This is an optimization exercise on Yosys and OpenROAD, whose aim is small area, a short achievable clock period and few clock cycles, not a production implementation.
RTL that was checked went through simulation tests only; none was proved equivalent to the original.
No functional check of the RTL was part of runs 1, 2 and 6 to 8.
Power is estimated from default activity; no workload was simulated.

==> design/flow/flow/run.sh <==
#!/bin/bash
# Standard layout, with plain buf_1 cells as the port buffers and a clock
# tree of smaller buffers without dummy loads.
export BUFFER_PORTS_ARGS="-buffer_cell sky130_fd_sc_hd__buf_1"
export CTS_ARGS="-sink_clustering_enable -repair_clock_nets -buf_list {sky130_fd_sc_hd__clkbuf_4 sky130_fd_sc_hd__clkbuf_8} -dont_use_dummy_load"
bash standard.sh > standard.log 2>&1
==> design/flow/standard.sh <==
#!/bin/bash
# synth_recipe.tcl (not shown) runs the flow's synth.tcl, then flattens the netlist and writes it again
# the make line also repeats each setting of config.mk as NAME=value (left out here)
make -C /OpenROAD-flow-scripts/flow DESIGN_CONFIG=/design/flow/config.mk WORK_HOME=/design/flow/orfs CLKGATE_MAP_FILE= SYNTH_SCRIPT=/design/flow/synth_recipe.tcl "${@:-finish}"
==> design/flow/config.mk <==
export PLATFORM = sky130hd
export DESIGN_NAME = rle
export DESIGN_NICKNAME = rle
export VERILOG_FILES = /design/flow/design.v
export SDC_FILE = /design/flow/constraint.sdc
export NUM_CORES = 4
export LEC_CHECK = 0
export CAP_MARGIN = 20
export CORE_MARGIN = 2
export CORE_UTILIZATION = 60
export SETUP_SLACK_MARGIN = 2.0
export SLEW_MARGIN = 20
==> design/flow/constraint.sdc <==
create_clock -name core_clock -period 4.5 [get_ports {clk}]
set_input_delay 0.9000 -clock core_clock [delete_from_list [all_inputs] [get_ports {clk}]]
set_output_delay 0.9000 -clock core_clock [all_outputs]
set_load 0.01 [all_outputs]
==> design/flow/design.v <==
module rle (
    clk,
    nreset,
    start,
    message_addr,
    message_size,
    rle_addr,
    rle_size,
    done,
    port_A_data_in,
    port_A_data_out,
    port_A_addr,
    port_A_we
    );
input   clk;
input   nreset;
input   start;
input   [31:0] message_addr;
input   [31:0] message_size;
input   [31:0] rle_addr;
input   [31:0] port_A_data_out;
output reg [31:0] port_A_data_in;
output  [15:0] port_A_addr;
output reg port_A_we;
output  [31:0] rle_size;
output  done;
reg        busy;        
reg        rnew;        
reg        dv;          
reg        dlast;       
reg [31:0] q;           
reg [3:0]  qe;          
reg        q_v;         
reg        qlast;       
reg        fl;          
reg [13:0] rleft;       
reg [1:0]  lastidx;     
reg [13:0] raddr;
reg [13:0] waddr;
reg [7:0]  v;           
reg [7:0]  c;           
reg        have;        
reg [7:0]  rem_b;       
reg [7:0]  rem_rv;      
reg        rem_rc2;     
reg        rem_v;
reg        rem_2;       
reg        rem_b1;      
reg [15:0] pend;        
reg        pend_v;
reg [13:0] rsw;         
reg        odd;         
assign done = ~busy;
assign rle_size = {16'd0, rsw, odd, 1'b0};
wire [13:0] aword = port_A_we ? waddr : raddr;
assign port_A_addr = {aword, 2'b00};
wire [13:0] anext = aword + 14'd1;      
wire [31:0] x = port_A_data_out;
wire        cap = dv & ~(q_v & rem_v);
always @(posedge clk) begin
    if (cap) begin
        q <= x;
        qe <= {x[31:24] == x[23:16], x[23:16] == x[15:8],
               x[15:8] == x[7:0], x[7:0] == q[31:24]};
        qlast <= dlast;
    end
end
wire [31:0] d = q;
wire        dact = q_v & ~rem_v;             
wire        flush = fl & ~rem_v;             
wire        act = rem_v | q_v | fl;
wire [1:0]  dlst = qlast ? lastidx : 2'd3;
wire eq0 = qe[0];
wire eq1 = qe[1];
wire eq2 = qe[2];
wire eq3 = qe[3];
wire c255 = (c == 8'd255);
wire c254 = (c == 8'd254);
wire c253 = (c == 8'd253);
wire c252 = (c == 8'd252);
wire [3:0] dbnd;
assign dbnd[0] = have & (~eq0 | c255);
assign dbnd[1] = (dlst != 2'd0) & (~eq1 | (c254 & eq0));
assign dbnd[2] = dlst[1] & (~eq2 | (c253 & eq0 & eq1));
assign dbnd[3] = (dlst == 2'd3) & (~eq3 | (c252 & eq0 & eq1 & eq2));
wire [3:0] b = dbnd;
wire d_nb0 = ~|b;
wire d_ge2 = (b[0] & b[1]) | (b[0] & b[2]) | (b[0] & b[3]) |
             (b[1] & b[2]) | (b[1] & b[3]) | (b[2] & b[3]);
wire d_nb3 = (b[0] & b[1] & b[2]) | (b[0] & b[1] & b[3]) |
             (b[0] & b[2] & b[3]) | (b[1] & b[2] & b[3]);
wire d_three = b[0] & b[1] & b[2];           
wire [3:0] f1;
assign f1[0] = b[0];
assign f1[1] = b[1] & ~b[0];
assign f1[2] = b[2] & ~b[1] & ~b[0];
assign f1[3] = b[3] & ~b[2] & ~b[1] & ~b[0];
wire [7:0] c1 = c + 8'd1;
wire [7:0] c2 = c + 8'd2;
wire [7:0] c3 = c + 8'd3;
wire [7:0] veff = have ? v : d[7:0];         
wire [7:0] d_len1 = ({8{f1[0]}} & c) | ({8{f1[1]}} & c1) |
                    ({8{f1[2]}} & c2) | ({8{f1[3]}} & c3);
wire [7:0] d_val2 = ({8{f1[0]}} & d[7:0]) | ({8{f1[1]}} & d[15:8]) |
                    ({8{f1[2]}} & d[23:16]);
reg  [1:0] d_len2;      
always @(*) begin
    case (b[2:0])
    3'b101:  d_len2 = 2'd2;
    3'b001:  d_len2 = b[3] ? 2'd3 : 2'd1;
    3'b010:  d_len2 = b[3] ? 2'd2 : 2'd1;
    default: d_len2 = 2'd1;
    endcase
end
reg [7:0] vlast;
always @(*) begin
    case (dlst)
    2'd0: vlast = d[7:0];
    2'd1: vlast = d[15:8];
    2'd2: vlast = d[23:16];
    default: vlast = d[31:24];
    endcase
end
reg [2:0] d_cs;
always @(*) begin
    if (b[3])
        d_cs = 3'd1;
    else if (b[2])
        d_cs = {1'b0, dlst} - 3'd1;
    else if (b[1])
        d_cs = {1'b0, dlst};
    else
        d_cs = {1'b0, dlst} + 3'd1;
end
wire [7:0] clast = c + {6'd0, dlst} + 8'd1;
wire [7:0] d_c = d_nb0 ? clast : {5'd0, d_cs};
wire r_two = rem_v & rem_2 & rem_b1;
wire [15:0] p1 = dact ? {veff, d_len1} :
                 rem_v ? {rem_rv, 6'd0, rem_rc2, ~rem_rc2} : {v, c};
wire [15:0] p2 = dact ? {d_val2, 6'd0, d_len2} : {rem_b, 8'd1};
wire nb0 = dact ? d_nb0 : ~(rem_v | flush);
wire ge2 = dact ? d_ge2 : r_two;
wire nb1 = ~nb0 & ~ge2;
wire nb3 = dact & d_nb3;
wire [7:0] c_n = dact ? d_c : {6'd0, rem_2 & ~rem_b1, ~(rem_2 & ~rem_b1)};
wire        out = flush | ge2 | (~nb0 & pend_v);
wire [31:0] ow = pend_v ? {p1, pend} : {flush ? 16'd0 : p2, p1};
always @(posedge clk or negedge nreset) begin
    if (!nreset) begin
        busy <= 1'b0;
        rnew <= 1'b0;
        dv <= 1'b0;
        q_v <= 1'b0;
        rem_v <= 1'b0;
        fl <= 1'b0;
        port_A_we <= 1'b0;
    end else if (!busy) begin
        port_A_we <= 1'b0;
        rem_v <= 1'b0;
        dv <= 1'b0;
        q_v <= 1'b0;
        fl <= 1'b0;
        busy <= start;
        rnew <= start;
    end else begin
        port_A_we <= out;
        rnew <= ~out & (rnew ? (rleft != 14'd1) : (rleft != 14'd0));
        dv <= rnew | (dv & ~cap);
        q_v <= cap | (q_v & rem_v);
        rem_v <= dact & nb3;
        fl <= fl | (dact & qlast);
        if (flush)
            busy <= 1'b0;
    end
end
always @(posedge clk) begin
    rem_b <= d[23:16];
    rem_rv <= d_three ? d[15:8] : d[23:16];
    rem_rc2 <= ~(d_three | b[2]);
    rem_2 <= d_three & (dlst == 2'd3);
    rem_b1 <= dbnd[3];
    port_A_data_in <= ow;
end
always @(posedge clk) begin
    if (!busy) begin
        raddr <= message_addr[15:2];
        waddr <= rle_addr[15:2];
        rleft <= message_size[15:2] + {13'd0, message_size[1:0] != 2'd0};
        lastidx <= message_size[1:0] - 2'd1;
        c <= 8'd0;
        have <= 1'b0;
        pend_v <= 1'b0;
        if (start) begin
            rsw <= 14'd0;
            odd <= 1'b0;
        end
    end else begin
        if (rnew) begin
            raddr <= anext;
            rleft <= rleft - 14'd1;
            dlast <= (rleft == 14'd1);
        end
        if (port_A_we)
            waddr <= anext;
        if (act) begin
            have <= 1'b1;
            if (dact)
                v <= vlast;
            c <= c_n;
        end
        if (act & ~nb0)
            pend <= pend_v ? p2 : p1;
        pend_v <= pend_v ^ (act & nb1);
        rsw <= rsw + {13'd0, port_A_we} + {13'd0, flush & pend_v};
        if (flush)
            odd <= ~pend_v;
    end
end
endmodule
==> impl_metrics.json, run 1 <==
{
  "sw_frac_of_total_pct": 40.60,
  "synth_top_area_share_pct": 36.59,
  "postPlaceCellArea_sq_mm": 0.01054,
  "irDropWorstVdd_mv": 0.3827,
  "core_area_sq_mm": 0.01641,
  "ys_ff_latch": 189,
  "required_ns": 4.83,
  "cts_made_buffers": 17,
  "rrSetupSlack_ns": 1.96,
  "synth.yosys.seq_area_share_pct": 50.65,
  "drt_pre_antenna_iters": 7,
  "synth_area_sq_mm": 0.009931,
  "arrival_ns": 2.88,
  "path_cells": "nor2b_4, buf_6, inv_6, ha_4, and4_4, a31oi_4, clkinv_4, buf_4, o41ai_4, or3_4, mux2_4",
  "end_kind": "flip-flop",
  "r2r-start": "lastidx[0]",
  "synth_flop_cell": "edfxtp_1",
  "wl_per_cell_microns": 17.26,
  "avgSynthCellArea_sq_um": 10.28,
  "clkTransAtPathRegs_ns": 0.09,
  "ys_async_sr_fraction_pct": 3.704,
  "cpPeakStageDelay_ns": 0.43,
  "track_usage_pct": 25.86,
  "cts-root-buf": "clkbuf_8",
  "avgViaCountPerCell": 5.779,
  "ant_nets": 0,
  "power_frac_seq_pct": 40.5,
  "crit_end": "pend_v",
  "place_hpwl_microns": 15680,
  "hold_path_class": "input port to asynchronous set/reset pin",
  "power_density_mw_per_mm2": 706.8,
  "gr-usage-met1_pct": 35.76,
  "worst-slew-pin-transition_ns": 0.7778,
  "synth_top_area_cell": "edfxtp_1",
  "num-nets-final": 1285,
  "crit_path_top_delay_cell": "o41ai_4",
  "post_cts_hold_buffer_count": 0,
  "p_comb_share_pct": 49.2,
  "skew_ns": 0.04232,
  "grt_overflow": 0,
  "setup-violations-final": 0,
  "clock_sinks": 189,
  "outcome": "complete, no violations",
  "start_util_pct": 60.53,
  "timing.final.crit_share_pct": 56.50,
  "use_met3_pct": 4.904,
  "synth.top_cells.by_count": "edfxtp_1, nor2_1, nand2_1",
  "power.total_mw": 8.256,
  "num_antenna_cells": 0,
  "n_fill_cell": 1278,
  "grt_pass1_wl_microns": 36180,
  "numPortBuffers": 141,
  "ys_warn_count": 1,
  "rsz0062_at_grt": "true",
  "wirelength_microns": 23310,
  "synth_edf_count": 121,
  "post-route-drc-count": 0,
  "cap_violations": 0,
  "reg2reg_depth": 11,
  "use_met2_pct": 42.00,
  "insertion_delay_ns": 0.48,
  "layout_min_cycle_time_ns": 2.543,
  "postLayoutCellArea_sq_mm": 0.01168,
  "startpoint": "lastidx[0]",
  "synth_area_leaders": "edfxtp_1, dfxtp_1, xnor2_1",
  "die_w_microns": 132.7,
  "drive_gt1_share_pct": 16.73,
  "grt_max_degree": 61,
  "critPathKind": "flip-flop to flip-flop",
  "busiest_layer": "met2",
  "p_sw_mw": 3.352,
  "power.leakage_nw": 4.441,
  "chipHeight_microns": 132.7,
  "syn2layout_area_growth_pct": 17.63,
  "hold_viol_final": 0,
  "first_global_vias": 7209,
  "worstSetupStartpointType": "flip-flop",
  "ios": 213,
  "tritoncts": "built",
  "clock.fmax_mhz": 393.3,
  "setup_tns_ns": 0,
  "fin_util_pct": 71.20,
  "p_clk_share_pct": 10.3,
  "p_int_mw": 4.904,
  "worstPathMaxFanout": 5,
  "clock_path_buffers": 2,
  "synthCells": 966,
  "yosysMostFrequentCell": "edfxtp_1",
  "vias": 7802,
  "die_area_sq_mm": 0.01760,
  "slew_violations": 0,
  "antenna_found_initial": 0,
  "synth.distinct_cells": 80,
  "cts_htree_levels": 4,
  "r2r_end": "pend_v",
  "drtIter0Drc": 498,
  "rows": 47,
  "place.gp.congestion": 0.8707,
  "relSlewSlack_pct": 47.95
}
## repair_timing
item                       CTS  global route
pin swaps                   12            14
resized for setup           68            62
setup buffers               23            24
setup endpoints to repair  120            70
cloned                       1             0
## kinds of logic after synthesis
logic type,count (synthesis),synth area share (%)
AO/OA/AOI/OAI,222,15.51
XOR/XNOR,76,6.703
adder cells (fa/ha/maj),22,2.923
buffers and inverters,123,5.783
flip-flops,189,50.65
multiplexers,37,3.994
other,1,0.03776
AND/OR/NAND/NOR,296,14.40
## power by group through the flow
| stage | Clock (mW) | Sequential [mW] | Combinational [mW] |
|---|---|---|---|
| after CTS | 0.863 | 3.32 | 3.61 |
| after global placement | 0 | 3.31 | 3.13 |
| after global routing | 0.925 | 3.41 | 4.41 |
| after floorplan | 0 | 3.25 | 2.30 |
| final | 0.848 | 3.34 | 4.07 |
| after detailed placement | 0 | 3.33 | 3.17 |
## metal layers
| layer | up-vias | wire length [microns] | share of wire (%) |
|---|---|---|---|
| met1 | 3726 | 10560 | 45 |
| met4 | 0 | 361 | 1.5 |
| met3 | 34 | 1119 | 4.8 |
| met2 | 241 | 11260 | 48 |
| li1 | 3801 | - | - |
| met5 | - | 0 | 0 |
## per-stage QoR
stage	hold slack, ns	setup WS [ns]	instances
after floorplan	0.3869	2.002	984
after global placement	0.4090	1.149	1284
after detailed placement	0.4083	1.097	1284
after CTS	0.3138	1.963	1325
after global routing	0.3293	1.875	1350
final	0.3274	1.957	1350
## state kept, by name, indices dropped and copies added (netlist names), 2 cells and up
register	count
port_A_data_in	32
pend	16
c	8
waddr	14
q	32
raddr	14
lastidx	2
qe	4
rsw	14
rleft	14
v	8
rem_rv	8
rem_b	8
## placed cells by master, fill, tap and decap left out, types with 7 or more instances in the layout
master     count
a222oi_1       8
o21ai_0       62
nand3_1       32
nor2_1        87
inv_1         41
nor3_1        14
mux2i_4        9
a21o_1        16
xor2_1        20
conb_1        19
clkbuf_8      17
a21oi_1       42
mux2_2        12
buf_4         48
xnor2_1       56
a221oi_1       7
dfxtp_1       56
o2bb2ai_1      8
nand4_1       20
ha_1          18
nand2b_1       7
a31oi_1        7
buf_1        129
inv_2          8
and3_1        16
o21ai_1        9
edfxtp_1     121
mux2i_1       10
nand2_1       69
buf_6         12
## worst max-delay path: cells and delay by family, from the launching register on
family                     cells  cell delay [ns]
buffers and inverters          4             0.45
muxes                          1             0.28
AOI/OAI and AO/OA              2             0.61
DFF                            1             0.42
and+or+nand+nor                3             0.47
adders and majority gates      1             0.16
## worst min path at each step
stage	endpoint	cells after the start	from	slack (ns)
after floorplan	rem_b[0]	0	q[16]	0.39
after global placement	qlast	0	dlast	0.41
after detailed placement	qlast	0	dlast	0.41
after CTS	port_A_we	1	nreset	0.31
after global routing	q_v	1	nreset	0.33
final	q_v	1	nreset	0.33
## layout make-up
class | count | area [sq um] | area share, %
Clock buffer | 17 | 234.0 | 2.003
Tap cell | 220 | 275.3 | 2.356
Timing Repair Buffer | 198 | 1112 | 9.522
Inverter | 53 | 221.5 | 1.896
Sequential cell | 189 | 5044 | 43.18
Multi-Input combinational cell | 673 | 4795 | 41.05
==> inputs of run 2 (changes only) <==
--- a/design/flow/config.mk
+++ b/design/flow/config.mk
@@ -8,5 +8,5 @@
 export CAP_MARGIN = 20
 export CORE_MARGIN = 2
 export CORE_UTILIZATION = 60
-export SETUP_SLACK_MARGIN = 2.0
+export SETUP_SLACK_MARGIN = 1.6
 export SLEW_MARGIN = 20
==> impl_metrics.json, run 2 <==
{
  "p_sw_mw": 3.068,
  "required_ns": 4.84,
  "relSlewSlack_pct": 37.46,
  "place.gp.congestion": 0.8689,
  "hold_ws_ns": 0.3254,
  "num_antenna_cells": 0,
  "largestRegisters": "port_A_data_in (32), q (32), pend (16)",
  "chipHeight_microns": 132.7,
  "synthSimpleGateAreaFrac_pct": 14.40,
  "multi_input_area_sq_mm": 0.004504,
  "post_cts_hold_buffer_count": 0,
  "synth_top_family_by_area": "compound AO/OA/AOI/OAI gates",
  "antenna_found_initial": 0,
  "synth_top_area_cell": "edfxtp_1",
  "track_usage_pct": 24.79,
  "irDropWorstVdd_mv": 0.3890,
  "slew_violations": 0,
  "worstSetupStartpointType": "flip-flop",
  "final_cell_mix": "buf_1, edfxtp_1, nor2_1, nand2_1, o21ai_0",
  "avgViaCountPerCell": 5.729,
  "cts-root-buf": "clkbuf_8",
  "use_met2_pct": 35.38,
  "grt_max_degree": 61,
  "wirelength_microns": 21830,
  "die_area_sq_mm": 0.01760,
  "p_comb_share_pct": 44.5,
  "end_kind": "flip-flop",
  "rows": 47,
  "setup-violations-final": 0,
  "start_util_pct": 60.53,
  "cap_violations": 0,
  "setup_tns_ns": 0,
  "crit_path_top_delay_cell": "dfxtp_1",
  "power_frac_seq_pct": 44.1,
  "synth_mux_area_share_pct": 3.994,
  "hold_viol_final": 0,
  "path_cells": "inv_1, ha_1, nor2b_1, a31oi_1, buf_4, nand2_1, o41ai_4, or3_1, mux2_4",
  "first_global_vias": 6728,
  "layout_min_cycle_time_ns": 2.763,
  "worstPathMaxFanout": 11,
  "gr-usage-met1_pct": 38.07,
  "ant_nets": 0,
  "cp_num_buf_inv": 2,
  "skew_ns": 0.02901,
  "syn2layout_area_growth_pct": 10.31,
  "timing.final.crit_share_pct": 61.39,
  "synth_compound_area_share_pct": 15.51,
  "regArea_sq_mm": 0.005036,
  "p_int_mw": 4.406,
  "clock_sinks": 189,
  "synth.top_cells.by_count": "edfxtp_1, nor2_1, nand2_1",
  "synthAdderAreaFrac_pct": 2.923,
  "grt_pass1_wl_microns": 34670,
  "drt_pre_antenna_iters": 6,
  "worst-slew-pin-transition_ns": 0.9367,
  "outcome": "complete, no violations",
  "core_area_sq_mm": 0.01641,
  "drtIter0Drc": 760,
  "synth_top_area_share_pct": 36.59,
  "power_density_mw_per_mm2": 682.3,
  "synth_area_sq_mm": 0.009931,
  "numPortBuffers": 141,
  "post-route-drc-count": 0,
  "grt_overflow": 0,
  "synth_flop_cell": "edfxtp_1",
  "yosysMostFrequentCell": "edfxtp_1",
  "cpPeakStageDelay_ns": 0.50,
  "cts_made_buffers": 17,
  "hold_path_class": "input port to asynchronous set/reset pin",
  "synth_area_leaders": "edfxtp_1, dfxtp_1, xnor2_1",
  "place_hpwl_microns": 15110,
  "crit_family": "compound AO/OA/AOI/OAI gates",
  "clock_path_buffers": 2,
  "sw_frac_of_total_pct": 41.04,
  "clkTransAtPathRegs_ns": 0.07,
  "use_met3_pct": 4.330,
  "synth_edf_count": 121,
  "n_fill_cell": 1366,
  "ys_warn_count": 1,
  "rsz0062_at_grt": "false",
  "synth_xor_area_share_pct": 6.703,
  "power.leakage_nw": 4.119,
  "die_w_microns": 132.7,
  "num-nets-final": 1247,
  "wl_per_cell_microns": 16.64,
  "ios": 213,
  "avgSynthCellArea_sq_um": 10.28,
  "drive_gt1_share_pct": 8.516,
  "tritoncts": "built",
  "clock.fmax_mhz": 362.0,
  "ys_ff_latch": 189,
  "busiest_layer": "met1",
  "mostFrequentLayoutCell": "buf_1",
  "arrival_ns": 3.10,
  "critPathKind": "flip-flop to flip-flop",
  "synth.yosys.seq_area_share_pct": 50.65,
  "synthCells": 966,
  "ys_async_sr_fraction_pct": 3.704,
  "insertion_delay_ns": 0.47,
  "cts_htree_levels": 4,
  "vias": 7517,
  "synth.distinct_cells": 80,
  "p_clk_share_pct": 11.3
}
run 2: through the flow:
stage	instance area, sq um	power (mW)	std cells	utilization [%]	setup slack, ns
3_3_place_gp	10500	6.411	1282	63.98	1.017
6_report	10950	7.474	1312	66.77	1.737
4_1_cts	10810	7.360	1303	65.86	1.608
3_5_place_dp	10500	6.468	1282	63.98	0.9820
2_1_floorplan	10000	5.538	984	-	1.612
5_1_grt	10950	7.991	1312	66.77	1.575
run 2: logic make-up (layout without fill, tap and decap cells):
| kind of cell | count (synthesis) | after routing |
|---|---|---|
| buf+inv | 123 | 230 |
| mux | 37 | 37 |
| compound gates | 222 | 223 |
| flops | 189 | 189 |
| other cells | 1 | 19 |
| fa+ha+maj | 22 | 22 |
| xor+xnor | 76 | 76 |
| simple gates | 296 | 296 |
run 2: cell type report:
class                      count  area share (%)
inverter                      53           1.907
timing repair buffer         160           6.351
tap                          220           2.513
clock buffer                  17           2.136
sequential                   189           45.97
multi-input combinational    673           41.12
run 2: worst paths after layout:
kind	cells past startpoint	endpoint	slack, ns	start
worst max-delay path	9	pend_v	1.74	c[0]
min in group core_clock	0	qlast	0.44	dlast
worst min register to register	0	qlast	0.44	dlast
worst min-delay path	1	dv	0.33	nreset
max in group asynchronous	1	busy	3.90	nreset
worst max register to register	9	pend_v	1.74	c[0]
run 2: worst reg2reg max path, cell delays in order (launching register included):
cell and delay [ns]:
dfxtp_1 0.50, inv_1 0.26, ha_1 0.26, nor2b_1 0.16, a31oi_1 0.18, buf_4 0.21
nand2_1 0.19, o41ai_4 0.39, or3_1 0.20, mux2_4 0.30
run 2: power by group through the flow:
stage	Clock, mW	Sequential (mW)	Combinational [mW]
global placement	0	3.31	3.10
finish	0.848	3.30	3.33
CTS	0.866	3.29	3.20
global route	0.922	3.38	3.69
floorplan	0	3.25	2.28
detailed placement	0	3.33	3.14
run 2: layer usage:
metal	up-vias	part of all wire [%]
li1	3723	-
met1	3498	49
met2	266	44
met3	30	5.5
met4	0	1.5
met5	-	0
run 2: repair_timing:
action                                  in CTS  in global routing
endpoints found under the setup margin      72                 49
gates resized for setup                      9                 14
setup buffers                                4                  7
pin swaps                                    2                  0
gates cloned                                 0                  1
==> inputs of run 3 (changes only) <==
--- a/design/flow/design.v
+++ b/design/flow/design.v
@@ -32,6 +32,8 @@
 reg [3:0]  qe;          
 reg        q_v;         
 reg        qlast;       
+reg [1:0]  qlst;        
+reg [3:1]  qne;         
 reg        fl;          
 reg [13:0] rleft;       
 reg [1:0]  lastidx;     
@@ -57,19 +59,24 @@
 wire [13:0] anext = aword + 14'd1;      
 wire [31:0] x = port_A_data_out;
 wire        cap = dv & ~(q_v & rem_v);
+wire [1:0]  xlst = dlast ? lastidx : 2'd3;
 always @(posedge clk) begin
     if (cap) begin
         q <= x;
         qe <= {x[31:24] == x[23:16], x[23:16] == x[15:8],
                x[15:8] == x[7:0], x[7:0] == q[31:24]};
         qlast <= dlast;
+        qlst <= xlst;
+        qne <= {(xlst == 2'd3) & (x[31:24] != x[23:16]),
+                xlst[1] & (x[23:16] != x[15:8]),
+                (xlst != 2'd0) & (x[15:8] != x[7:0])};
     end
 end
 wire [31:0] d = q;
 wire        dact = q_v & ~rem_v;             
 wire        flush = fl & ~rem_v;             
 wire        act = rem_v | q_v | fl;
-wire [1:0]  dlst = qlast ? lastidx : 2'd3;
+wire [1:0]  dlst = qlst;
 wire eq0 = qe[0];
 wire eq1 = qe[1];
 wire eq2 = qe[2];
@@ -80,9 +87,9 @@
 wire c252 = (c == 8'd252);
 wire [3:0] dbnd;
 assign dbnd[0] = have & (~eq0 | c255);
-assign dbnd[1] = (dlst != 2'd0) & (~eq1 | (c254 & eq0));
-assign dbnd[2] = dlst[1] & (~eq2 | (c253 & eq0 & eq1));
-assign dbnd[3] = (dlst == 2'd3) & (~eq3 | (c252 & eq0 & eq1 & eq2));
+assign dbnd[1] = qne[1] | ((dlst != 2'd0) & c254 & eq0);
+assign dbnd[2] = qne[2] | (dlst[1] & c253 & eq0 & eq1);
+assign dbnd[3] = qne[3] | ((dlst == 2'd3) & c252 & eq0 & eq1 & eq2);
 wire [3:0] b = dbnd;
 wire d_nb0 = ~|b;
 wire d_ge2 = (b[0] & b[1]) | (b[0] & b[2]) | (b[0] & b[3]) |
--- a/design/flow/config.mk
+++ b/design/flow/config.mk
@@ -8,5 +8,5 @@
 export CAP_MARGIN = 20
 export CORE_MARGIN = 2
 export CORE_UTILIZATION = 60
-export SETUP_SLACK_MARGIN = 1.6
+export SETUP_SLACK_MARGIN = 2.3
 export SLEW_MARGIN = 20
==> impl_metrics.json, run 3 <==
{
  "syn2layout_area_growth_pct": 26.60,
  "ant_nets": 0,
  "cts-root-buf": "clkbuf_8",
  "cap_violations": 0,
  "relSlewSlack_pct": 26.70,
  "mostFrequentLayoutCell": "buf_1",
  "first_global_vias": 7821,
  "reg2reg_depth": 10,
  "core_area_sq_mm": 0.01658,
  "place_hpwl_microns": 15920,
  "antenna_found_initial": 0,
  "cpPeakStageDelay_ns": 0.52,
  "ys_warn_count": 1,
  "drt_pre_antenna_iters": 7,
  "cts_made_buffers": 17,
  "worstPathMaxFanout": 8,
  "wl_per_cell_microns": 19.45,
  "power.total_mw": 8.576,
  "skew_ns": 0.03748,
  "chipHeight_microns": 134.4,
  "synth_area_leaders": "edfxtp_1, dfxtp_1, xnor2_1",
  "clock_path_buffers": 2,
  "tritoncts": "built",
  "synth.top_cells.by_count": "edfxtp_1, nor2_1, nand2_1",
  "post-route-drc-count": 0,
  "synth_edf_count": 125,
  "power_density_mw_per_mm2": 663.6,
  "die_area_sq_mm": 0.01807,
  "grt_pass1_wl_microns": 39050,
  "drive_gt1_share_pct": 25.48,
  "ios": 213,
  "required_ns": 3.60,
  "slew_violations": 0,
  "num-nets-final": 1345,
  "ys_ff_latch": 193,
  "start_util_pct": 61.56,
  "worstSetupStartpointType": "flip-flop",
  "synth.yosys.seq_area_share_pct": 50.45,
  "fin_ws_ns": 2.017,
  "hold_viol_final": 0,
  "avgSynthCellArea_sq_um": 10.45,
  "clock.fmax_mhz": 402.7,
  "end_kind": "output pin",
  "preCtsSetupSlack_ns": 1.525,
  "clock_sinks": 193,
  "rsz0062_at_grt": "true",
  "worst-slew-pin-transition_ns": 1.095,
  "clkTransAtPathRegs_ns": 0.09,
  "grt_overflow": 0,
  "synth_flop_cell": "edfxtp_1",
  "cts_htree_levels": 4,
  "arrival_ns": 1.58,
  "timing.final.crit_share_pct": 55.18,
  "insertion_delay_ns": 0.48,
  "setup_tns_ns": 0,
  "yosysMostFrequentCell": "edfxtp_1",
  "drtIter0Drc": 832,
  "synth_top_area_cell": "edfxtp_1",
  "hold_ws_ns": 0.3144,
  "final_cell_mix": "buf_1, edfxtp_1, nor2_1, buf_4, xnor2_1",
  "largestRegisters": "port_A_data_in (32), q (32), pend (16)",
  "rows": 47,
  "ys_async_sr_fraction_pct": 3.627,
  "post_cts_hold_buffer_count": 0,
  "wirelength_microns": 27410,
  "critPathKind": "flip-flop to output pin",
  "hold_path_class": "input port to asynchronous set/reset pin",
  "synth_area_sq_mm": 0.01021,
  "path_cells": "buf_12, mux2_4, buf_6",
  "vias": 8428,
  "track_usage_pct": 27.40,
  "dp.cells": 1296,
  "setup-violations-final": 0,
  "power.leakage_nw": 4.851,
  "grt_max_degree": 72,
  "layout_min_cycle_time_ns": 2.483,
  "irDropWorstVdd_mv": 0.4468,
  "numPortBuffers": 141,
  "avgViaCountPerCell": 5.982,
  "synth_top_area_share_pct": 36.77,
  "crit_path_top_delay_cell": "dfrtp_4",
  "die_w_microns": 134.4,
  "synthCells": 977,
  "layout.cells.non_filler": 1409,
  "outcome": "complete, no violations",
  "place.gp.congestion": 0.8740,
  "synth.distinct_cells": 79,
  "num_antenna_cells": 0
}
[run 3: cell types whose count changed after synthesis, sizes merged, moves of 5 or more]
cell / delta
a22oi: +5
and2: +6
inv: +9
nor3: -5
o21ai: -25
mux2i: +6
nand2: -6
xnor2: +5
[run 3: stage by stage]
stage,cell area [sq um],utilization [%]
after CTS,12030,72.55
after detailed placement,10840,65.34
final,12920,77.93
after global routing,12920,77.93
after global placement,10840,65.34
after floorplan,10350,-
[run 3: cell families after synthesis]
family,after synthesis,share of synthesized area [%]
simple gates,294,14.81
compound gates,208,14.03
other cells,1,0.03673
mux,45,4.657
xor+xnor,81,6.949
buf+inv,132,6.104
fa+ha+maj,23,2.966
flops,193,50.45
[run 3: final timing paths]
check,start,end,slack (ns)
min in group core_clock,pend[9],port_A_data_in[9],0.45
worst max-delay path,port_A_we,port_A_addr[11],2.02
worst min register to register,pend[9],port_A_data_in[9],0.45
worst min-delay path,nreset,rnew,0.31
max in group asynchronous,nreset,port_A_we,3.88
worst max register to register,qlst[1],pend[7],2.05
[run 3: what timing repair did]
action                     CTS  global route
pin swaps                   33            65
setup buffers               58            32
resized for setup          113           119
gates cloned                 5             1
hold endpoints to repair     0             0
setup endpoints to repair  140           134
[run 3: cell type report]
cell class,count,area [sq um]
clock buffers,17,234.0
repair inverters,2,17.52
repair buffers,242,1518
flip-flops and latches,193,5182
fillers,1098,3660
multi-input cells,673,5441
well taps,220,275.3
inverters,62,255.2
[run 3: critical path: cells and delay by family (launching register included)]
family                 cells  cell delay [ns]
flip-flops                 1             0.52
multiplexers               1             0.31
buffers and inverters      2             0.28
[run 3: report_power, final]
part,internal (mW),total (mW),leakage (nW),switching [mW]
clock network,0.335,0.862,0.122,0.527
registers,2.90,3.42,1.83,0.519
logic,1.85,4.29,2.90,2.45
total,5.08,8.58,4.85,3.49
[run 3: per-layer routing]
metal	wire length [microns]	vias to the layer above	track usage, %
met2	13590	448	45.72
met3	1777	123	4.951
met5	0	-	0
met4	1236	0	12.34
met1	10810	3950	34.98
li1	-	3907	-
Testbench counts of run 3, summed over its fixed seeds: cycles 6,649.
==> inputs of run 4 (changes only) <==
--- a/design/flow/config.mk
+++ b/design/flow/config.mk
@@ -8,5 +8,5 @@
 export CAP_MARGIN = 20
 export CORE_MARGIN = 2
 export CORE_UTILIZATION = 60
-export SETUP_SLACK_MARGIN = 2.3
+export SETUP_SLACK_MARGIN = 2.0
 export SLEW_MARGIN = 20
==> impl_metrics.json, run 4 <==
{
  "outcome": "complete, no violations",
  "synth_top_area_share_pct": 36.77,
  "tritoncts": "built",
  "clock_path_buffers": 2,
  "numPortBuffers": 141,
  "critPathKind": "flip-flop to output pin",
  "yosysMostFrequentCell": "edfxtp_1",
  "synth_area_leaders": "edfxtp_1, dfxtp_1, xnor2_1",
  "post_cts_hold_buffer_count": 0,
  "ys_async_sr_fraction_pct": 3.627,
  "drtIter0Drc": 740,
  "wl_per_cell_microns": 17.25,
  "clkTransAtPathRegs_ns": 0.08,
  "r2r_end": "pend[4]",
  "synth_flop_cell": "edfxtp_1",
  "num_antenna_cells": 0,
  "chipHeight_microns": 134.4,
  "end_kind": "output pin",
  "vias": 7820,
  "drt_pre_antenna_iters": 6,
  "multi_input_area_sq_mm": 0.004712,
  "worst-slew-pin-transition_ns": 0.8678,
  "skew_ns": 0.04126,
  "rsz0062_at_grt": "true",
  "n_fill_cell": 1349,
  "avgViaCountPerCell": 5.827,
  "layout_min_cycle_time_ns": 2.462,
  "reg2reg_depth": 9,
  "worstPathMaxFanout": 12,
  "fin_ws_ns": 2.038,
  "track_usage_pct": 25.90,
  "setup-violations-final": 0,
  "cap_violations": 0,
  "setup_tns_ns": 0,
  "mostFrequentLayoutCell": "buf_1",
  "ys_warn_count": 1,
  "num-nets-final": 1278,
  "grt_max_degree": 43,
  "start_util_pct": 61.56,
  "synth_top_area_cell": "edfxtp_1",
  "timing.final.crit_share_pct": 54.70,
  "largestRegisters": "port_A_data_in (32), q (32), pend (16)",
  "core_area_sq_mm": 0.01658,
  "ant_nets": 0,
  "cts_htree_levels": 4,
  "worstSetupStartpointType": "flip-flop",
  "cts_made_buffers": 17,
  "preCtsSetupSlack_ns": 1.439,
  "antenna_found_initial": 0,
  "synth.distinct_cells": 79,
  "synth.top_cells.by_count": "edfxtp_1, nor2_1, nand2_1",
  "clock_sinks": 193,
  "drive_gt1_share_pct": 12.48,
  "first_global_vias": 7283,
  "wirelength_microns": 23140,
  "hold_viol_final": 0,
  "hold_path_class": "input port to asynchronous set/reset pin",
  "rows": 47,
  "place_hpwl_microns": 15920,
  "cts-root-buf": "clkbuf_8",
  "synth_edf_count": 125,
  "final_cell_mix": "buf_1, edfxtp_1, nor2_1, nand2_1, xnor2_1",
  "synth_area_sq_mm": 0.01021,
  "regArea_sq_mm": 0.005176,
  "avgSynthCellArea_sq_um": 10.45,
  "power.leakage_nw": 4.261,
  "syn2layout_area_growth_pct": 12.67,
  "synthCells": 977,
  "r2r-start": "qlst[0]",
  "grt_pass1_wl_microns": 36870,
  "rrSetupSlack_ns": 2.09,
  "synth.yosys.seq_area_share_pct": 50.45,
  "irDropWorstVdd_mv": 0.3415,
  "ios": 213,
  "place.gp.congestion": 0.8660,
  "arrival_ns": 1.56,
  "grt_overflow": 0,
  "clock.fmax_mhz": 406.3,
  "power_density_mw_per_mm2": 652.9,
  "slew_violations": 0,
  "ys_ff_latch": 193,
  "insertion_delay_ns": 0.46,
  "required_ns": 3.60,
  "die_area_sq_mm": 0.01807,
  "post-route-drc-count": 0,
  "relSlewSlack_pct": 41.79,
  "die_w_microns": 134.4
}
-- run 4: cell counts after synthesis --
No cell type changed its count.
-- run 4: worst max path at each step --
stage,end,depth (start not counted),from,slack [ns]
global placement,pend[8],7,c[6],1.47
finish,port_A_addr[5],3,port_A_we,2.04
detailed placement,pend[8],7,c[6],1.44
CTS,port_A_addr[9],3,port_A_we,1.93
floorplan,rsw[13],11,pend_v,2.00
global route,waddr[12],8,port_A_we,1.97
-- run 4: cells by family after synthesis --
family,count (synthesis),synth area share (%)
AO/OA/AOI/OAI,208,14.03
XOR/XNOR,81,6.949
adder cells (fa/ha/maj),23,2.966
buffers and inverters,132,6.104
flip-flops,193,50.45
multiplexers,45,4.657
other,1,0.03673
AND/OR/NAND/NOR,294,14.81
-- run 4: critical path, cell delays in order (launching register included) --
cell      delay, ns
dfrtp_4        0.50
buf_12         0.17
mux2_4         0.33
clkbuf_2       0.14
-- run 4: through the flow --
stage	util, %	power [mW]	cell area [sq um]	hold slack [ns]	cells
global route	69.36	8.029	11500	0.3543	1342
global placement	65.07	6.318	10790	0.4305	1297
detailed placement	65.07	6.383	10790	0.4360	1297
finish	69.36	7.510	11500	0.3330	1342
floorplan	-	5.448	10280	0.3886	995
CTS	67.53	7.290	11200	0.3201	1323
-- run 4: area by class of cell --
cell class              instances  share of cell area, %
flip-flops and latches        193                  45.00
multi-input cells             670                  40.97
inverters                      62                  2.197
repair buffers                180                  7.408
well taps                     220                  2.393
clock buffers                  17                  2.034
-- run 4: layer usage --
metal	up-vias	global-route usage, %	share of wire, %
met5	-	0	0
met4	0	6.901	1.5
met3	33	4.497	7.1
met2	296	41.10	47
met1	3723	37.12	45
li1	3768	-	-
-- run 4: what timing repair did --
| item | in CTS | in global routing |
|---|---|---|
| resized for setup | 26 | 34 |
| setup endpoints to repair | 126 | 78 |
| hold endpoints to repair | 0 | 0 |
| setup buffers | 9 | 19 |
| pin swaps | 5 | 4 |
-- run 4: where the power goes --
group	internal (mW)	total (mW)	switching, mW
clock network	0.335	0.853	0.517
logic	1.27	3.25	1.97
registers	2.90	3.41	0.514
total	4.51	7.51	3.00
==> inputs of run 5 (changes only) <==
--- a/design/flow/config.mk
+++ b/design/flow/config.mk
@@ -7,6 +7,6 @@
 export LEC_CHECK = 0
 export CAP_MARGIN = 20
 export CORE_MARGIN = 2
-export CORE_UTILIZATION = 60
+export CORE_UTILIZATION = 70
 export SETUP_SLACK_MARGIN = 2.0
 export SLEW_MARGIN = 20
==> impl_metrics.json, run 5 <==
{
  "outcome": "complete, no violations",
  "timing.final.crit_share_pct": 56.71,
  "use_met2_pct": 47.89,
  "chipHeight_microns": 124.8,
  "power.leakage_nw": 4.268,
  "postLayoutCellArea_sq_mm": 0.01146,
  "end_kind": "flip-flop",
  "required_ns": 4.84,
  "start_util_pct": 71.05,
  "hold_viol_final": 0,
  "relSlewSlack_pct": 42.33,
  "mostFrequentLayoutCell": "buf_1",
  "synth.top_cells.by_count": "edfxtp_1, nor2_1, nand2_1",
  "yosysMostFrequentCell": "edfxtp_1",
  "numPortBuffers": 141,
  "hold_path_class": "input port to asynchronous set/reset pin",
  "largestRegisters": "port_A_data_in (32), q (32), pend (16)",
  "vias": 7904,
  "syn2layout_area_growth_pct": 12.23,
  "rsz0062_at_grt": "true",
  "use_met3_pct": 6.100,
  "clock.fmax_mhz": 391.8,
  "ant_nets": 0,
  "antenna_found_initial": 0,
  "synth_top_area_cell": "edfxtp_1",
  "synth_flop_cell": "edfxtp_1",
  "synth_area_sq_mm": 0.01021,
  "ys_async_sr_fraction_pct": 3.627,
  "drt_pre_antenna_iters": 6,
  "wirelength_microns": 23240,
  "die_w_microns": 124.8,
  "final_cell_mix": "buf_1, edfxtp_1, nor2_1, nand2_1, xnor2_1",
  "busiest_layer": "met2",
  "cap_violations": 0,
  "clock_path_buffers": 2,
  "grt_pass1_wl_microns": 36800,
  "path_cells": "clkinvlp_4, ha_1, and3b_2, o2111ai_4, buf_4, o211ai_1, a31oi_1, nand3_1, mux2_1",
  "synth_area_leaders": "edfxtp_1, dfxtp_1, xnor2_1",
  "ys_warn_count": 1,
  "post_cts_hold_buffer_count": 0,
  "grt_overflow": 0,
  "ys_ff_latch": 193,
  "synth.distinct_cells": 79,
  "die_area_sq_mm": 0.01557,
  "worstPathMaxFanout": 8,
  "cts_htree_levels": 4,
  "setup-violations-final": 0,
  "drtIter0Drc": 862,
  "num_antenna_cells": 0,
  "postPlaceCellArea_sq_mm": 0.01077,
  "irDropWorstVdd_mv": 0.3712,
  "synthCells": 977,
  "crit_path_top_delay_cell": "dfxtp_4",
  "setup_tns_ns": 0,
  "drive_gt1_share_pct": 12.33,
  "critPathKind": "flip-flop to flip-flop",
  "clkTransAtPathRegs_ns": 0.08,
  "power_density_mw_per_mm2": 661.8,
  "wl_per_cell_microns": 17.84,
  "slew_violations": 0,
  "num-nets-final": 1275,
  "place.gp.congestion": 0.8697,
  "core_area_sq_mm": 0.01437,
  "cpPeakStageDelay_ns": 0.43,
  "clock_sinks": 193,
  "layout_min_cycle_time_ns": 2.552,
  "arrival_ns": 2.90,
  "synth.yosys.seq_area_share_pct": 50.45,
  "avgSynthCellArea_sq_um": 10.45,
  "place_hpwl_microns": 15520,
  "skew_ns": 0.03508,
  "avgViaCountPerCell": 6.066,
  "cts_made_buffers": 17,
  "synth_top_area_share_pct": 36.77,
  "ios": 213,
  "synth_edf_count": 125,
  "rows": 44,
  "post-route-drc-count": 0,
  "cts-root-buf": "clkbuf_8",
  "worstSetupStartpointType": "flip-flop",
  "power.total_mw": 7.583,
  "first_global_vias": 7569,
  "gr-usage-met1_pct": 39.62,
  "tritoncts": "built",
  "insertion_delay_ns": 0.48,
  "worst-slew-pin-transition_ns": 0.8597,
  "track_usage_pct": 29.65,
  "grt_max_degree": 66
}
-- run 5: cell types whose count changed in the layout (fill, tap and decap cells not counted), sizes merged --
cell,delta
and3,+1
buf,-3
clkbuf,-1
-- run 5: cells by family after synthesis --
logic type	share of synthesized area [%]
multiplexers	4.657
other	0.03673
buffers and inverters	6.104
XOR/XNOR	6.949
AO/OA/AOI/OAI	14.03
flip-flops	50.45
adder cells (fa/ha/maj)	2.966
AND/OR/NAND/NOR	14.81
-- run 5: path summary, 6_finish.rpt --
path                             start   endpoint  slack (ns)  depth (start not counted)
worst min-delay path            nreset         dv        0.32                          1
worst max register to register    c[0]     pend_v        1.95                          9
worst max-delay path              c[0]     pend_v        1.95                          9
min in group core_clock          q[23]   rem_b[7]        0.43                          0
worst min register to register   q[23]   rem_b[7]        0.43                          0
max in group asynchronous       nreset  port_A_we        3.87                          1
-- run 5: layer usage --
layer  vias to the layer above  part of all wire, %  routed length [microns]
met5                         -                    0                        0
met4                         0                  2.7                      623
met3                        66                  6.8                     1583
met2                       348                   48                    11210
met1                      3722                   42                     9822
li1                       3768                    -                        -
-- run 5: power breakdown --
part / total [mW] / leakage [nW] / switching [mW] / internal, mW
sequential: 3.38 / 1.83 / 0.487 / 2.90
combinational: 3.35 / 2.32 / 2.05 / 1.30
clock: 0.852 / 0.122 / 0.518 / 0.334
-- run 5: what timing repair did --
action                                  CTS  global route
pin swaps                                 3             7
cloned                                    1             0
resized for setup                        26            34
endpoints found under the setup margin  126            82
buffers inserted                          9            15
-- run 5: area by class of cell --
class / count / area (sq um)
Fill cell: 931 / 2912
Multi-Input combinational cell: 671 / 4723
Inverter: 62 / 252.7
Tap cell: 184 / 230.2
Timing Repair Buffer: 176 / 840.8
Sequential cell: 193 / 5176
Clock buffer: 17 / 234.0
-- run 5: worst max-delay path, delay by kind of cell (launching register included) --
| family | cells | cell delay [ns] |
|---|---|---|
| AND/OR/NAND/NOR | 2 | 0.41 |
| multiplexers | 1 | 0.35 |
| buffers and inverters | 2 | 0.32 |
| adder cells (fa/ha/maj) | 1 | 0.22 |
| AO/OA/AOI/OAI | 3 | 0.70 |
| flip-flops | 1 | 0.43 |
-- run 5: stage by stage --
stage                     util [%]  setup WS (ns)  hold slack (ns)  std cells
final                        79.74          1.948           0.3239       1303
after global routing         79.74          1.880           0.3383       1303
after CTS                    77.95          1.993           0.3104       1288
after detailed placement     74.94          1.176           0.4211       1261
after global placement       74.75          1.239           0.4229       1260
after floorplan                  -          2.004           0.3886        995
==> inputs of run 6 (changes only) <==
--- a/design/flow/design.v
+++ b/design/flow/design.v
@@ -54,9 +54,11 @@
 reg        odd;         
 assign done = ~busy;
 assign rle_size = {16'd0, rsw, odd, 1'b0};
-wire [13:0] aword = port_A_we ? waddr : raddr;
+reg  [13:0] aword;      
 assign port_A_addr = {aword, 2'b00};
 wire [13:0] anext = aword + 14'd1;      
+wire [13:0] raddr_n = rnew ? anext : raddr;
+wire [13:0] waddr_n = port_A_we ? anext : waddr;
 wire [31:0] x = port_A_data_out;
 wire        cap = dv & ~(q_v & rem_v);
 wire [1:0]  xlst = dlast ? lastidx : 2'd3;
@@ -192,6 +194,7 @@
     if (!busy) begin
         raddr <= message_addr[15:2];
         waddr <= rle_addr[15:2];
+        aword <= message_addr[15:2];
         rleft <= message_size[15:2] + {13'd0, message_size[1:0] != 2'd0};
         lastidx <= message_size[1:0] - 2'd1;
         c <= 8'd0;
@@ -203,12 +206,13 @@
         end
     end else begin
         if (rnew) begin
-            raddr <= anext;
+            raddr <= raddr_n;
             rleft <= rleft - 14'd1;
             dlast <= (rleft == 14'd1);
         end
         if (port_A_we)
-            waddr <= anext;
+            waddr <= waddr_n;
+        aword <= out ? waddr_n : raddr_n;
         if (act) begin
             have <= 1'b1;
             if (dact)
--- a/design/flow/config.mk
+++ b/design/flow/config.mk
@@ -7,6 +7,6 @@
 export LEC_CHECK = 0
 export CAP_MARGIN = 20
 export CORE_MARGIN = 2
-export CORE_UTILIZATION = 70
+export CORE_UTILIZATION = 60
 export SETUP_SLACK_MARGIN = 2.0
 export SLEW_MARGIN = 20
==> impl_metrics.json, run 6 <==
{
  "clock.fmax_mhz": 399.9,
  "ys_async_sr_fraction_pct": 3.382,
  "cts_htree_levels": 2,
  "reg2reg_depth": 9,
  "place.gp.congestion": 0.8831,
  "skew_ns": 0.04613,
  "drtIter0Drc": 730,
  "die_w_microns": 137.8,
  "clock_sinks": 207,
  "ys_ff_latch": 207,
  "hold_ws_ns": 0.3147,
  "synth_area_sq_mm": 0.01074,
  "wirelength_microns": 26690,
  "cts_made_buffers": 37,
  "synth.distinct_cells": 77,
  "required_ns": 4.92,
  "preCtsSetupSlack_ns": 1.229,
  "start_util_pct": 61.67,
  "r2r_end": "pend_v",
  "die_area_sq_mm": 0.01899,
  "chipHeight_microns": 137.8,
  "fin_ws_ns": 2.000,
  "rrSetupSlack_ns": 2.00,
  "core_area_sq_mm": 0.01742,
  "worstPathMaxFanout": 11,
  "outcome": "complete, no violations",
  "avgSynthCellArea_sq_um": 10.01,
  "synthCells": 1073,
  "drt_pre_antenna_iters": 6,
  "irDropWorstVdd_mv": 0.3830,
  "fin_util_pct": 71.49,
  "slew_violations": 0,
  "grt_pass1_wl_microns": 40740,
  "final_cell_mix": "buf_1, edfxtp_1, nand2_1, nor2_1, a21oi_1",
  "setup-violations-final": 0,
  "ios": 213,
  "relSlewSlack_pct": 27.83,
  "hold_viol_final": 0,
  "vias": 8737,
  "critPathKind": "flip-flop to flip-flop",
  "synth.top_cells.by_count": "edfxtp_1, nand2_1, nor2_1",
  "synth_area_leaders": "edfxtp_1, dfxtp_1, xnor2_1",
  "synth_edf_count": 125,
  "yosysMostFrequentCell": "edfxtp_1",
  "synth_top_area_share_pct": 34.94,
  "rows": 48,
  "ant_nets": 0,
  "clock_path_buffers": 3,
  "grt_max_degree": 71,
  "antenna_found_initial": 0,
  "rsz0062_at_grt": "true",
  "first_global_vias": 8040,
  "cap_violations": 0,
  "worst-slew-pin-transition_ns": 1.083,
  "num-nets-final": 1404,
  "end_kind": "flip-flop",
  "timing.final.crit_share_pct": 55.56,
  "worstSetupStartpointType": "flip-flop",
  "syn2layout_area_growth_pct": 15.91,
  "track_usage_pct": 27.52,
  "drive_gt1_share_pct": 14.02,
  "wl_per_cell_microns": 18.12,
  "post-route-drc-count": 0,
  "post_cts_hold_buffer_count": 0,
  "ys_warn_count": 1,
  "clkTransAtPathRegs_ns": 0.06,
  "insertion_delay_ns": 0.53,
  "num_antenna_cells": 0,
  "numPortBuffers": 141,
  "synth_top_area_cell": "edfxtp_1",
  "tritoncts": "built",
  "cts-root-buf": "clkbuf_8",
  "mostFrequentLayoutCell": "buf_1",
  "place_hpwl_microns": 17510,
  "grt_overflow": 0,
  "power.leakage_nw": 4.605,
  "arrival_ns": 2.92,
  "r2r-start": "qlst[1]",
  "synth_flop_cell": "edfxtp_1",
  "synth.yosys.seq_area_share_pct": 50.55,
  "avgViaCountPerCell": 5.931,
  "largestRegisters": "port_A_data_in (32), q (32), pend (16)",
  "hold_path_class": "input port to asynchronous set/reset pin",
  "layout_min_cycle_time_ns": 2.500,
  "setup_tns_ns": 0,
  "power_density_mw_per_mm2": 713.2
}
==> run 6: kinds of logic (layout without fill, tap and decap cells) <==
kind of cell / after synthesis / after routing / share of synthesized area [%]
buffers and inverters: 129 / 284 / 5.801
flip-flops: 207 / 207 / 50.55
adder cells (fa/ha/maj): 23 / 23 / 2.819
multiplexers: 32 / 32 / 3.110
other: 1 / 19 / 0.03491
XOR/XNOR: 78 / 78 / 6.360
AND/OR/NAND/NOR: 353 / 354 / 15.74
AO/OA/AOI/OAI: 250 / 251 / 15.59
==> run 6: worst max-delay path: stages, from the launching register on <==
cell	delay [ns]
edfxtp_1	0.48
ha_2	0.24
and3_1	0.19
a41oi_4	0.23
clkinv_4	0.20
a211oi_4	0.25
o31ai_4	0.16
buf_6	0.16
or3_4	0.36
a21oi_2	0.11
==> run 6: layout make-up <==
class                      instances  area (sq um)
fill                            1390          4966
timing repair buffer             205          1074
multi-input combinational        757          4960
sequential                       207          5446
clock buffer                      37         509.2
inverter                          42         180.2
tap                              225         281.5
==> run 6: through the flow <==
| step | power, mW | cell area, sq um | instances |
|---|---|---|---|
| after global routing | 9.459 | 12450 | 1473 |
| after detailed placement | 7.054 | 11300 | 1385 |
| final | 8.880 | 12450 | 1473 |
| after CTS | 8.667 | 12190 | 1452 |
| after floorplan | 6.024 | 10830 | 1091 |
| after global placement | 6.969 | 11300 | 1385 |
==> run 6: how the worst max path moves through the flow <==
| stage | start | to | slack, ns | cells after the start |
|---|---|---|---|---|
| finish | qlst[1] | pend_v | 2.00 | 9 |
| CTS | c[5] | aword[10] | 2.00 | 7 |
| global route | qlst[0] | aword[1] | 1.91 | 10 |
| detailed placement | qlst[1] | pend[7] | 1.23 | 9 |
| global placement | c[2] | aword[10] | 1.25 | 7 |
| floorplan | pend_v | rsw[13] | 2.03 | 11 |
==> run 6: where the power goes <==
part / switching, mW / internal (mW) / total [mW]
clock network: 0.669 / 0.724 / 1.39
logic: 2.37 / 1.48 / 3.85
registers: 0.528 / 3.11 / 3.64
==> run 6: repair_timing <==
action                                  CTS  global route
gates resized for setup                  32            28
hold endpoints to repair                  0             0
buffers inserted                         29            20
endpoints found under the setup margin   90            54
pin swaps                                13            11
cloned                                    1             1
==> run 6: routing by layer <==
metal | vias to the layer above | part of all wire, % | GRT usage (%)
met5 | - | 0 | 0
met4 | 0 | 2.3 | 9.524
met3 | 58 | 7.7 | 4.893
met2 | 383 | 47 | 43.73
met1 | 4099 | 43 | 38.13
li1 | 4197 | - | -
==> inputs of run 7 (changes only) <==
--- a/design/flow/config.mk
+++ b/design/flow/config.mk
@@ -8,5 +8,5 @@
 export CAP_MARGIN = 20
 export CORE_MARGIN = 2
 export CORE_UTILIZATION = 60
-export SETUP_SLACK_MARGIN = 2.0
+export SETUP_SLACK_MARGIN = 2.3
 export SLEW_MARGIN = 20
==> impl_metrics.json, run 7 <==
{
  "die_w_microns": 137.8,
  "drive_gt1_share_pct": 21.96,
  "critPathKind": "flip-flop to flip-flop",
  "place.gp.congestion": 0.8664,
  "path_cells": "inv_1, nor2_1, o31ai_4, o31ai_4, buf_12, nor2_4, buf_12, a221o_1",
  "post-route-drc-count": 0,
  "synthCells": 1073,
  "multi_input_area_sq_mm": 0.005363,
  "die_area_sq_mm": 0.01899,
  "syn2layout_area_growth_pct": 24.73,
  "ys_ff_latch": 207,
  "place_hpwl_microns": 17460,
  "rows": 48,
  "grt_max_degree": 71,
  "worst-slew-pin-transition_ns": 0.7620,
  "wl_per_cell_microns": 19.66,
  "yosysMostFrequentCell": "edfxtp_1",
  "setup-violations-final": 0,
  "synth_area_leaders": "edfxtp_1, dfxtp_1, xnor2_1",
  "cpPeakStageDelay_ns": 0.68,
  "cts_htree_levels": 2,
  "clock_sinks": 207,
  "post_cts_hold_buffer_count": 0,
  "worstPathMaxFanout": 19,
  "synth.top_cells.by_count": "edfxtp_1, nand2_1, nor2_1",
  "fin_util_pct": 76.93,
  "ys_async_sr_fraction_pct": 3.382,
  "outcome": "complete, no violations",
  "mostFrequentLayoutCell": "buf_1",
  "setup_tns_ns": 0,
  "insertion_delay_ns": 0.54,
  "chipHeight_microns": 137.8,
  "ios": 213,
  "arrival_ns": 2.79,
  "ant_nets": 0,
  "grt_pass1_wl_microns": 42240,
  "slew_violations": 0,
  "power_density_mw_per_mm2": 713.4,
  "numPortBuffers": 141,
  "crit_path_top_delay_cell": "dfrtp_2",
  "skew_ns": 0.04142,
  "largestRegisters": "port_A_data_in (32), q (32), pend (16)",
  "hold_path_class": "input port to asynchronous set/reset pin",
  "antenna_found_initial": 0,
  "core_area_sq_mm": 0.01742,
  "grt_overflow": 0,
  "clkTransAtPathRegs_ns": 0.05,
  "cap_violations": 0,
  "power.leakage_nw": 4.977,
  "first_global_vias": 8317,
  "timing.final.crit_share_pct": 53.33,
  "avgViaCountPerCell": 6.059,
  "reg2reg_depth": 8,
  "n_fill_cell": 1190,
  "synth.yosys.seq_area_share_pct": 50.55,
  "hold_viol_final": 0,
  "wirelength_microns": 29770,
  "drtIter0Drc": 939,
  "rrSetupSlack_ns": 2.10,
  "avgSynthCellArea_sq_um": 10.01,
  "track_usage_pct": 28.68,
  "regArea_sq_mm": 0.005468,
  "synth.distinct_cells": 77,
  "layout_min_cycle_time_ns": 2.400,
  "cts_made_buffers": 36,
  "rsz0062_at_grt": "true",
  "start_util_pct": 61.67,
  "synth_edf_count": 125,
  "synth_top_area_cell": "edfxtp_1",
  "num_antenna_cells": 0,
  "final_cell_mix": "buf_1, edfxtp_1, nand2_1, nor2_1, a21oi_1",
  "worstSetupStartpointType": "flip-flop",
  "end_kind": "flip-flop",
  "vias": 9174,
  "clock.fmax_mhz": 416.7,
  "synth_flop_cell": "edfxtp_1",
  "clock_path_buffers": 3,
  "required_ns": 4.89,
  "cts-root-buf": "clkbuf_8",
  "irDropWorstVdd_mv": 0.4094,
  "num-nets-final": 1445,
  "tritoncts": "built",
  "synth_top_area_share_pct": 34.94,
  "synth_area_sq_mm": 0.01074,
  "ys_warn_count": 1,
  "relSlewSlack_pct": 49.20,
  "drt_pre_antenna_iters": 5
}
[run 7: changes by cell type in the layout (fill, tap and decap cells not counted), moves of 7 or more]
cell | previous run | this run
mux2_2 | 11 | 3
buf_12 | 3 | 11
ha_1 | 17 | 10
buf_6 | 7 | 22
buf_4 | 54 | 69
mux2_4 | 0 | 8
[run 7: logic make-up after synthesis]
logic type | count (synthesis) | synth area share (%)
simple gates | 353 | 15.74
other cells | 1 | 0.03491
flops | 207 | 50.55
mux | 32 | 3.110
fa+ha+maj | 23 | 2.819
xor+xnor | 78 | 6.360
compound gates | 250 | 15.59
buf+inv | 129 | 5.801
[run 7: metrics by stage]
stage | power [mW] | instances | setup slack [ns] | instance area, sq um | hold slack (ns)
final | 9.557 | 1514 | 2.100 | 13400 | 0.3157
after floorplan | 6.093 | 1091 | 2.180 | 10990 | 0.3871
after detailed placement | 7.077 | 1382 | 1.230 | 11390 | 0.4340
after global routing | 10.09 | 1514 | 2.071 | 13400 | 0.3162
after CTS | 8.926 | 1473 | 2.126 | 12590 | 0.3071
after global placement | 6.999 | 1382 | 1.254 | 11390 | 0.4315
[run 7: final cells by class]
class                   count  share of cell area, %
clock buffers              36                  3.698
inverters                  42                  1.504
multi-input cells         756                  40.03
flip-flops and latches    207                  40.81
well taps                 225                  2.101
repair buffers            246                  11.73
repair inverters            2                 0.1307
[run 7: what timing repair did]
item,in CTS,in global routing
cloned,2,2
setup endpoints to repair,133,150
pin swaps,29,44
gates resized for setup,60,109
buffers inserted,53,39
[run 7: routing by layer]
layer	track usage, %	vias up	wire length [microns]
li1	-	4279	-
met1	38.15	4329	12190
met2	47.10	483	14400
met3	5.335	83	2311
met4	10.26	0	869
met5	0	-	0
[run 7: path summary, 6_finish.rpt]
path / from / endpoint
worst max-delay path: q_v / aword[8]
worst min-delay path: nreset / busy
worst max register to register: q_v / aword[8]
worst min register to register: pend[2] / port_A_data_in[2]
max in group asynchronous: nreset / port_A_we
min in group core_clock: pend[2] / port_A_data_in[2]
[run 7: critical path: cells and delay by family, from the launching register on]
kind                   cells  cell delay [ns]
AOI/OAI and AO/OA          3             0.73
buffers and inverters      3             0.54
DFF                        1             0.68
and+or+nand+nor            2             0.32
[run 7: report_power, final]
part	leakage, nW	internal [mW]	switching [mW]
combinational	2.77	1.84	2.60
clock	0.259	0.707	0.683
sequential	1.94	3.11	0.610
total	4.98	5.66	3.90
==> inputs of run 8 (changes only) <==
--- a/design/flow/design.v
+++ b/design/flow/design.v
@@ -29,7 +29,7 @@
 reg        dv;          
 reg        dlast;       
 reg [31:0] q;           
-reg [3:0]  qe;          
+reg        qe0;         
 reg        q_v;         
 reg        qlast;       
 reg [1:0]  qlst;        
@@ -54,19 +54,16 @@
 reg        odd;         
 assign done = ~busy;
 assign rle_size = {16'd0, rsw, odd, 1'b0};
-reg  [13:0] aword;      
+wire [13:0] aword = port_A_we ? waddr : raddr;
 assign port_A_addr = {aword, 2'b00};
 wire [13:0] anext = aword + 14'd1;      
-wire [13:0] raddr_n = rnew ? anext : raddr;
-wire [13:0] waddr_n = port_A_we ? anext : waddr;
 wire [31:0] x = port_A_data_out;
 wire        cap = dv & ~(q_v & rem_v);
 wire [1:0]  xlst = dlast ? lastidx : 2'd3;
 always @(posedge clk) begin
     if (cap) begin
         q <= x;
-        qe <= {x[31:24] == x[23:16], x[23:16] == x[15:8],
-               x[15:8] == x[7:0], x[7:0] == q[31:24]};
+        qe0 <= (x[7:0] == q[31:24]);
         qlast <= dlast;
         qlst <= xlst;
         qne <= {(xlst == 2'd3) & (x[31:24] != x[23:16]),
@@ -79,10 +76,9 @@
 wire        flush = fl & ~rem_v;             
 wire        act = rem_v | q_v | fl;
 wire [1:0]  dlst = qlst;
-wire eq0 = qe[0];
-wire eq1 = qe[1];
-wire eq2 = qe[2];
-wire eq3 = qe[3];
+wire eq0 = qe0;
+wire eq1 = ~qne[1];
+wire eq2 = ~qne[2];
 wire c255 = (c == 8'd255);
 wire c254 = (c == 8'd254);
 wire c253 = (c == 8'd253);
@@ -194,7 +190,6 @@
     if (!busy) begin
         raddr <= message_addr[15:2];
         waddr <= rle_addr[15:2];
-        aword <= message_addr[15:2];
         rleft <= message_size[15:2] + {13'd0, message_size[1:0] != 2'd0};
         lastidx <= message_size[1:0] - 2'd1;
         c <= 8'd0;
@@ -206,13 +201,12 @@
         end
     end else begin
         if (rnew) begin
-            raddr <= raddr_n;
+            raddr <= anext;
             rleft <= rleft - 14'd1;
             dlast <= (rleft == 14'd1);
         end
         if (port_A_we)
-            waddr <= waddr_n;
-        aword <= out ? waddr_n : raddr_n;
+            waddr <= anext;
         if (act) begin
             have <= 1'b1;
             if (dact)
--- a/design/flow/config.mk
+++ b/design/flow/config.mk
@@ -8,5 +8,5 @@
 export CAP_MARGIN = 20
 export CORE_MARGIN = 2
 export CORE_UTILIZATION = 60
-export SETUP_SLACK_MARGIN = 2.3
+export SETUP_SLACK_MARGIN = 2.0
 export SLEW_MARGIN = 20
==> impl_metrics.json, run 8 <==
{
  "worst-slew-pin-transition_ns": 0.8761,
  "hold_viol_final": 0,
  "place.gp.congestion": 0.9204,
  "mostFrequentLayoutCell": "buf_1",
  "cts_made_buffers": 17,
  "syn2layout_area_growth_pct": 15.04,
  "place_hpwl_microns": 16510,
  "post-route-drc-count": 0,
  "setup_tns_ns": 0,
  "cts-root-buf": "clkbuf_8",
  "synthAdderAreaFrac_pct": 2.968,
  "synth.yosys.seq_area_share_pct": 49.90,
  "vias": 8089,
  "slew_violations": 0,
  "drtIter0Drc": 639,
  "arrival_ns": 2.77,
  "yosysMostFrequentCell": "edfxtp_1",
  "ys_ff_latch": 191,
  "grt_overflow": 0,
  "synth_compound_area_share_pct": 15.36,
  "synthSimpleGateAreaFrac_pct": 14.36,
  "antenna_found_initial": 0,
  "ys_warn_count": 1,
  "wl_per_cell_microns": 17.67,
  "num_antenna_cells": 0,
  "hold_path_class": "input port to asynchronous set/reset pin",
  "worstSetupStartpointType": "flip-flop",
  "power_density_mw_per_mm2": 673.4,
  "rsz0062_at_grt": "true",
  "die_w_microns": 134.4,
  "synthCells": 998,
  "die_area_sq_mm": 0.01806,
  "start_util_pct": 61.51,
  "numPortBuffers": 141,
  "clkTransAtPathRegs_ns": 0.08,
  "preCtsSetupSlack_ns": 1.352,
  "clock_path_buffers": 2,
  "synth_top_area_cell": "edfxtp_1",
  "cpPeakStageDelay_ns": 0.39,
  "outcome": "complete, no violations",
  "tritoncts": "built",
  "clock_sinks": 191,
  "grt_pass1_wl_microns": 38610,
  "setup-violations-final": 0,
  "end_kind": "flip-flop",
  "largestRegisters": "port_A_data_in (32), q (32), pend (16)",
  "postLayoutCellArea_sq_mm": 0.01174,
  "synth_top_area_share_pct": 36.21,
  "critPathKind": "flip-flop to flip-flop",
  "synth_area_sq_mm": 0.01020,
  "wirelength_microns": 24280,
  "synth_top_family_by_area": "compound AO/OA/AOI/OAI gates",
  "crit_family": "compound AO/OA/AOI/OAI gates",
  "relSlewSlack_pct": 41.15,
  "worstPathMaxFanout": 9,
  "synth.distinct_cells": 77,
  "ios": 213,
  "synth_flop_cell": "edfxtp_1",
  "postPlaceCellArea_sq_mm": 0.01080,
  "cap_violations": 0,
  "crit_path_top_delay_cell": "dfxtp_4",
  "n_fill_cell": 1312,
  "insertion_delay_ns": 0.48,
  "final_cell_mix": "buf_1, edfxtp_1, nor2_1, inv_1, o21ai_0",
  "ys_async_sr_fraction_pct": 3.665,
  "drt_pre_antenna_iters": 6,
  "synth_mux_area_share_pct": 4.685,
  "cts_htree_levels": 4,
  "track_usage_pct": 26.97,
  "irDropWorstVdd_mv": 0.3912,
  "rows": 47,
  "first_global_vias": 7576,
  "skew_ns": 0.03440,
  "synth_edf_count": 123,
  "chipHeight_microns": 134.4,
  "drive_gt1_share_pct": 14.12,
  "synth.top_cells.by_count": "edfxtp_1, nor2_1, inv_1",
  "num-nets-final": 1310,
  "clock.fmax_mhz": 390.2,
  "fin_ws_ns": 1.937,
  "avgViaCountPerCell": 5.887,
  "core_area_sq_mm": 0.01658,
  "power.leakage_nw": 4.530,
  "layout_min_cycle_time_ns": 2.563,
  "synth_xor_area_share_pct": 6.439,
  "timing.final.crit_share_pct": 56.95,
  "grt_max_degree": 68,
  "cp_num_buf_inv": 2,
  "required_ns": 4.70,
  "synth_area_leaders": "edfxtp_1, dfxtp_1, xnor2_1",
  "path_cells": "clkinvlp_4, ha_1, and4_1, a41o_4, buf_6, mux2_2, o2111a_1, o311ai_2, nand2_1",
  "hold_ws_ns": 0.3343,
  "avgSynthCellArea_sq_um": 10.22,
  "ant_nets": 0
}
-- run 8: cell types whose count changed in the layout (fill, tap and decap cells not counted), moves of 14 or more --
| cell | change |
|---|---|
| mux2_2 | +15 |
| buf_6 | -15 |
| inv_1 | +31 |
| clkbuf_8 | -19 |
| nand2_1 | -58 |
| o21ai_0 | +16 |
| o211ai_1 | -22 |
| xnor2_1 | -14 |
| buf_4 | -21 |
| a21o_1 | +14 |
| dfxtp_1 | -14 |
| a21oi_1 | -25 |
-- run 8: area by class of cell --
type	count	area [sq um]	share of cell area [%]
sequential	191	5121	43.64
multi-input combinational	682	4796	40.87
timing repair buffer	196	1045	8.903
tap	220	275.3	2.346
inverter	68	264.0	2.250
clock buffer	17	234.0	1.994
-- run 8: cells by family after synthesis --
family	Yosys count
AO/OA/AOI/OAI	228
XOR/XNOR	75
adder cells (fa/ha/maj)	23
buffers and inverters	143
flip-flops	191
multiplexers	45
other	1
AND/OR/NAND/NOR	292
-- run 8: path summary, 6_finish.rpt --
path	slack, ns	start	end	cells after the start
min	0.33	nreset	q_v	1
max in group asynchronous	3.86	nreset	port_A_we	1
max reg2reg	1.94	c[1]	pend[7]	9
max	1.94	c[1]	pend[7]	9
min reg2reg	0.43	pend[15]	port_A_data_in[15]	1
min in group core_clock	0.43	pend[15]	port_A_data_in[15]	1
-- run 8: per-stage QoR --
step / std cells / power, mW / utilization, %
after floorplan: 1016 / 5.591 / -
after global placement: 1314 / 6.501 / 65.10
after detailed placement: 1314 / 6.579 / 65.10
after CTS: 1350 / 7.599 / 68.43
after global routing: 1374 / 8.414 / 70.76
final: 1374 / 7.902 / 70.76
-- run 8: repair_timing --
action	4_1_cts	5_1_grt
hold buffers	0	0
resized for setup	43	52
setup buffers	19	22
gates cloned	0	1
pin swaps	4	13
endpoints found under the setup margin	123	53
-- run 8: where the power goes --
part	switching, mW	total (mW)	internal, mW
Combinational	2.19	3.66	1.47
Clock	0.523	0.858	0.335
Sequential	0.473	3.38	2.91
-- run 8: layer usage --
metal	track usage (%)	part of all wire [%]	vias to the layer above
met5	0	0	-
met2	41.52	46	326
met4	8.070	1.9	0
li1	-	-	3894
met3	5.556	6.3	43
met1	38.74	46	3826

-- static timing again, ports no longer ideal --
The results above use ideal ports. As a check the final layouts listed here were re-extracted and re-timed, cells and wires unchanged.
Step 1 assumes that a clkbuf_16 drives the clock port and a buf_2 every other input.
Step 2, shift: input delay + t, output delay - t, t = (earliest + latest rising clock arrival at the registers) / 2. This alone moves slack from input paths to output paths.
Slacks: no drivers / after step 1 / after step 2; pairs: no drivers / after step 1.
run	t, ns	setup slack, ns
run 1	0.502	1.957 / 1.953 / 1.957
run 2	0.494	1.737 / 1.737 / 1.737
run 3	0.498	2.017 / 1.978 / 2.007
run 4	0.485	2.038 / 1.997 / 1.840
run 5	0.505	1.948 / 1.948 / 1.828
run 6	0.547	2.000 / 2.000 / 1.865
run 7	0.565	2.100 / 2.100 / 2.022
run 8	0.497	1.937 / 1.921 / 1.854
After both steps every run listed still meets setup and hold.
